Source: an optimization exercise on an open RTL-to-GDS flow (aim: small area, a short achievable clock period and few clock cycles per item). Production flows keep margins and buffers that such runs may drop. At most, simulation tests tie the RTL to the original design; equivalence was not proved.

==> inputs of build 28 <==
// calc
module calc(clk,rst,A,B,C,pushA,stopA,pushB,stopB,pushC,stopC,Z,pushZ);
clock: 9.0 ns
lec_check: 0
cap_margin: 20
core_margin: 2
core_utilization: 62
cts_cluster_diameter: 80
cts_cluster_size: 24
slew_margin: 20
synth_hierarchical: 1
synth_minimum_keep_size: 0
standard.sh (not shown) runs the stock make flow with config.mk's settings and CLKGATE_MAP_FILE= SYNTH_SCRIPT=/design/flow/synth_recipe.tcl, a recipe that flattens the netlist after the stock synthesis.
==> flow/flow/run.sh <==
#!/bin/bash
# The standard layout (the standard.sh: ORFS synthesis, floorplan, placement, CTS and
# routing, unchanged) with its timing repair aiming for a setup slack of 5.75 ns, and with buf_1 as the cell that buffers each port.
set -euo pipefail
bash standard.sh SETUP_SLACK_MARGIN=5.75 "BUFFER_PORTS_ARGS=-buffer_cell sky130_fd_sc_hd__buf_1" finish > standard_make.log 2>&1
==> build 36 (differences from build 28) <==
==> flow/flow/run.sh (replaced) <==
#!/bin/bash
# The standard layout (the standard.sh: ORFS synthesis, floorplan, placement, CTS and
# routing, unchanged) with its timing repair aiming for a setup slack of 5.65 ns, and with buf_1 as the cell that buffers each port.
set -euo pipefail
bash standard.sh SETUP_SLACK_MARGIN=5.65 "BUFFER_PORTS_ARGS=-buffer_cell sky130_fd_sc_hd__buf_1" finish > standard_make.log 2>&1
==> comparison <==
In build 36 the count of clock-buffer cells in the layout is lower than in build 28, by 8.
Die area is the same in build 28 and build 36.
Against build 36, the sequential share of layout area of build 28 is lower by 0.29 points.
First-iteration DRC count: build 36 is lower than build 28 (about 6%).
No run of this note included a check of the RTL's function; only the layout flow was run.

==> 09-07: inputs <==
calc, a different RTL version from the one above (not shown whole).
clock: 9.0 ns
lec_check: 0
cap_margin: 20
core_margin: 2
core_utilization: 62
cts_cluster_diameter: 80
cts_cluster_size: 24
slew_margin: 20
synth_hierarchical: 1
synth_minimum_keep_size: 0
==> flow/flow/run.sh <==
#!/bin/bash
# The standard layout (the standard.sh: ORFS synthesis, floorplan, placement, CTS and
# routing, unchanged) with its timing repair aiming for a setup slack of 5.5 ns.
set -euo pipefail
bash standard.sh SETUP_SLACK_MARGIN=5.5 finish > standard_make.log 2>&1
==> 08-12 (differences from 09-07) <==
--- a/flow/config.mk
+++ b/flow/config.mk
@@ -7,7 +7,7 @@
 export LEC_CHECK = 0
 export CAP_MARGIN = 20
 export CORE_MARGIN = 2
-export CORE_UTILIZATION = 62
+export CORE_UTILIZATION = 50
 export CTS_CLUSTER_DIAMETER = 80
 export CTS_CLUSTER_SIZE = 24
 export SLEW_MARGIN = 20
==> impl_metrics.json <==
{
  "min_period_over_period": 0.3821,
  "met3_length_um": 22130,
  "worstPathArrival_ns": 4.04,
  "regArea_um2": 24970,
  "status": "complete, no violations",
  "postPlaceCellArea_um2": 90820,
  "cts_resized": 89
}
(the above is from 09-07)
==> impl_metrics.json <==
{
  "status": "complete, no violations",
  "min_period_over_period": 0.3848,
  "cts_resized": 93,
  "worstPathArrival_ns": 4.08,
  "met3_length_um": 20150,
  "regArea_um2": 24950
}
(the above is from 08-12)
Testbench counts of 09-07, summed over its fixed seeds: cycles 16,056, items 16,000.
Testbench counts of 08-12, summed over its fixed seeds: cycles 16,056, items 16,000.

==> inputs of v2 <==
Another version of the RTL of calc (not shown whole).
export LEC_CHECK = 0
export CAP_MARGIN = 20
export CORE_MARGIN = 2
export CORE_UTILIZATION = 62
export CTS_CLUSTER_DIAMETER = 80
export CTS_CLUSTER_SIZE = 24
export SLEW_MARGIN = 20
export SYNTH_HIERARCHICAL = 1
export SYNTH_MINIMUM_KEEP_SIZE = 0
create_clock -name core_clock -period 9.0 [get_ports {clk}]
==> flow/flow/run.sh <==
#!/bin/bash
# The standard layout (the standard.sh: ORFS synthesis, floorplan, placement, CTS and
# routing, unchanged) with its timing repair aiming for a setup slack of 5.6 ns.
set -euo pipefail
bash standard.sh SETUP_SLACK_MARGIN=5.6 finish > standard_make.log 2>&1
==> inputs of v29, as changes to v2 <==
==> flow/flow/run.sh (replaced) <==
#!/bin/bash
# The standard layout (the standard.sh: ORFS synthesis, floorplan, placement, CTS and
# routing, unchanged) with its timing repair aiming for a setup slack of 5.65 ns, and with buf_1 as the cell that buffers each port.
set -euo pipefail
bash standard.sh SETUP_SLACK_MARGIN=5.65 "BUFFER_PORTS_ARGS=-buffer_cell sky130_fd_sc_hd__buf_1" finish > standard_make.log 2>&1
- CORE_UTILIZATION: 62 -> 70
==> inputs of v22, as changes to v2 <==
==> flow/flow/run.sh (replaced) <==
#!/bin/bash
# The standard layout (the standard.sh: ORFS synthesis, floorplan, placement, CTS and
# routing, unchanged) with its timing repair aiming for a setup slack of 5.65 ns, and with buf_1 as the cell that buffers each port.
set -euo pipefail
bash standard.sh SETUP_SLACK_MARGIN=5.65 "BUFFER_PORTS_ARGS=-buffer_cell sky130_fd_sc_hd__buf_1" finish > standard_make.log 2>&1
- CTS_CLUSTER_DIAMETER: 80 -> 90
- CTS_CLUSTER_SIZE: 24 -> 28
==> inputs of v3, as changes to v2 <==
==> flow/flow/run.sh (replaced) <==
#!/bin/bash
# The standard layout (the standard.sh: ORFS synthesis, floorplan, placement, CTS and
# routing, unchanged) with its timing repair aiming for a setup slack of 5.65 ns, and with buf_1 as the cell that buffers each port.
set -euo pipefail
bash standard.sh SETUP_SLACK_MARGIN=5.65 "BUFFER_PORTS_ARGS=-buffer_cell sky130_fd_sc_hd__buf_1" finish > standard_make.log 2>&1
- ABC_AREA: not set -> 1
==> comparison table <==
Status: v29 finished clean; v2 finished clean; v22 finished clean; v3 finished clean
Sink of the worst hold path: v29 p4_rb30$_DFF_P_; v2 p3_ra14$_DFF_P_; v22 p6_s3719$_DFF_P_; v3 p4_rc22$_DFF_P_
Initial standard-cell utilization of the core: v29 0.7042; v2 0.6240; v22 0.6240; v3 0.6252
Final WS setup: v29 5589 ps; v2 5593 ps; v22 5667 ps; v3 5464 ps
Start point of the critical path: v29 p4_w2422$_DFF_P_; v2 p4_sum10282$_DFF_P_; v22 p4_sum214823$_DFF_P_; v3 p4_sum21481$_DFF_P_
First-pass iteration count of the detailed router: v29 12; v2 7; v22 7; v3 10
Clock latency on the worst-skew pair: v29 730 ps; v2 730 ps; v22 750 ps; v3 760 ps
Register area: v29 25,220 µm²; v2 25,190 µm²; v22 25,210 µm²; v3 25,220 µm²
Syn_area_per_cell: v29 12.02 µm²; v2 12.02 µm²; v22 12.02 µm²; v3 10.03 µm²
Number of setup buffers added after CTS: v29 53; v2 48; v22 61; v3 235
Worst slew pin tran: v29 1085 ps; v2 852.3 ps; v22 997.1 ps; v3 1171 ps
Met1 Resource Use GR: v29 0.5208; v2 0.4813; v22 0.4760; v3 0.5106
Achievable Freq: v29 0.2931 GHz; v2 0.2935 GHz; v22 0.3000 GHz; v3 0.2828 GHz
Seq/total area: v29 0.2689; v2 0.2656; v22 0.2675; v3 0.2491
First-pass GRT wire length: v29 404,700 µm; v2 400,200 µm; v22 402,000 µm; v3 461,800 µm
Compound-gate portion of the synthesized area: v29 0.08920; v2 0.08920; v22 0.08920; v3 0.06825
Floorplan die area: v29 127,200 µm²; v2 143,400 µm²; v22 143,400 µm²; v3 148,100 µm²
Number of cells in the finished layout apart from fillers: v29 8,841; v2 9,083; v22 9,090; v3 11,200
Register-to-register setup slack: v29 5590 ps; v2 5590 ps; v22 5670 ps; v3 5460 ps
Testbench counts of v2, summed over its fixed seeds: cycles 16,056, items 16,000.
Testbench counts of v29, summed over its fixed seeds: cycles 16,056, items 16,000.
Testbench counts of v22, summed over its fixed seeds: cycles 16,056, items 16,000.
Testbench counts of v3, summed over its fixed seeds: cycles 16,056, items 16,000.

==> 06-02: inputs <==
calc again, from the RTL that the note above started with.
Settings: LEC_CHECK=0, CAP_MARGIN=20, CORE_MARGIN=2, CORE_UTILIZATION=62, CTS_CLUSTER_DIAMETER=100, CTS_CLUSTER_SIZE=32, SLEW_MARGIN=20, SYNTH_HIERARCHICAL=1, SYNTH_MINIMUM_KEEP_SIZE=0; clock period 9.0 ns.
==> flow/flow/run.sh <==
#!/bin/bash
# The standard layout (the standard.sh: ORFS synthesis, floorplan, placement, CTS and
# routing, unchanged) with its timing repair aiming for a setup slack of 5.65 ns, and with buf_1 as the cell that buffers each port.
set -euo pipefail
bash standard.sh SETUP_SLACK_MARGIN=5.65 "BUFFER_PORTS_ARGS=-buffer_cell sky130_fd_sc_hd__buf_1" finish > standard_make.log 2>&1
==> 03-26 (differences from 06-02) <==
CTS_CLUSTER_DIAMETER = 80   (was 100)
CTS_CLUSTER_SIZE = 24   (was 32)
==> flow_metrics.tcl <==
set metrics [dict create \
    status "no timing/DRC/antenna violations" \
    crit_fanout 32 \
    grt_use_total_pct 38.78 \
    timing.critical_path.depth 7 \
    max_slew.worst_pin.slew_ns 0.9743 \
    final_cells 9100 \
    crit_family "adder cells" \
    worst_path_cell_with_the_longest_stage_delay "fa_1" \
    clkbuf_count 87 \
    cell_seen_most_often_among_critical_path_stages "fa_1" \
    routed-wl-met2_mm 127.3 \
    layout.clock.cell_area_share_pct 2.693 \
    r2r-start "p4_sum21480" \
]
That was 03-26.
==> flow_metrics.tcl <==
set metrics [dict create \
    final_cells 9055 \
    grt_use_total_pct 38.43 \
    filler_cell_count_in_the_final_layout 10674 \
    routed-wl-met2_mm 127.8 \
    setup_tns_ns 0 \
    worst_path_cell_with_the_longest_stage_delay "xnor2_1" \
    final.signal_inverter_count 36 \
    routed_wire_length_per_instance_um 31.07 \
    layout.clock.cell_area_share_pct 1.683 \
    status "no timing/DRC/antenna violations" \
    clkbuf_count 54 \
    max_slew.worst_pin.slew_ns 1.016 \
    timing.critical_path.depth 11 \
    cell_seen_most_often_among_critical_path_stages "ha_1" \
    crit_fanout 5 \
    crit_family "XOR/XNOR gates" \
]
That was 06-02.
Testbench counts of 06-02, summed over its fixed seeds: cycles 16,056, items 16,000.
Testbench counts of 03-26, summed over its fixed seeds: cycles 16,056, items 16,000.

## separate check: timing with driven ports
Ports are ideal in the flow. The routed layouts listed here were re-timed in OpenROAD.
Step 1: set_driving_cell puts a clkbuf_16 on clk and a buf_2 on each other input, an assumption about the parent block.
Step 2 adds t to the input delays and takes it off the output delays; t is the mean of the earliest and latest rising clock arrival at the registers after step 1. Input paths then give back, and output paths get back, about the clock's delay inside the block.
a / b / c = ideal / step 1 / step 2; a / b = the first two.
run	t (ns)	setup WS [ns]	cell pins on the clock port's net
build 28	0.806	5.367 / 5.367 / 5.367	1
build 36	0.800	5.391 / 5.391 / 5.391	1
09-07	0.790	5.561 / 5.518 / 5.561	1
08-12	0.824	5.537 / 5.512 / 5.537	1
v2	0.788	5.593 / 5.580 / 5.593	1
v29	0.793	5.589 / 5.589 / 5.589	1
v22	0.809	5.667 / 5.667 / 5.667	1
v3	0.832	5.464 / 5.464 / 5.464	1
06-02	0.803	5.604 / 5.604 / 5.604	1
03-26	0.806	5.616 / 5.616 / 5.616	1
After both steps every run listed still meets setup and hold.
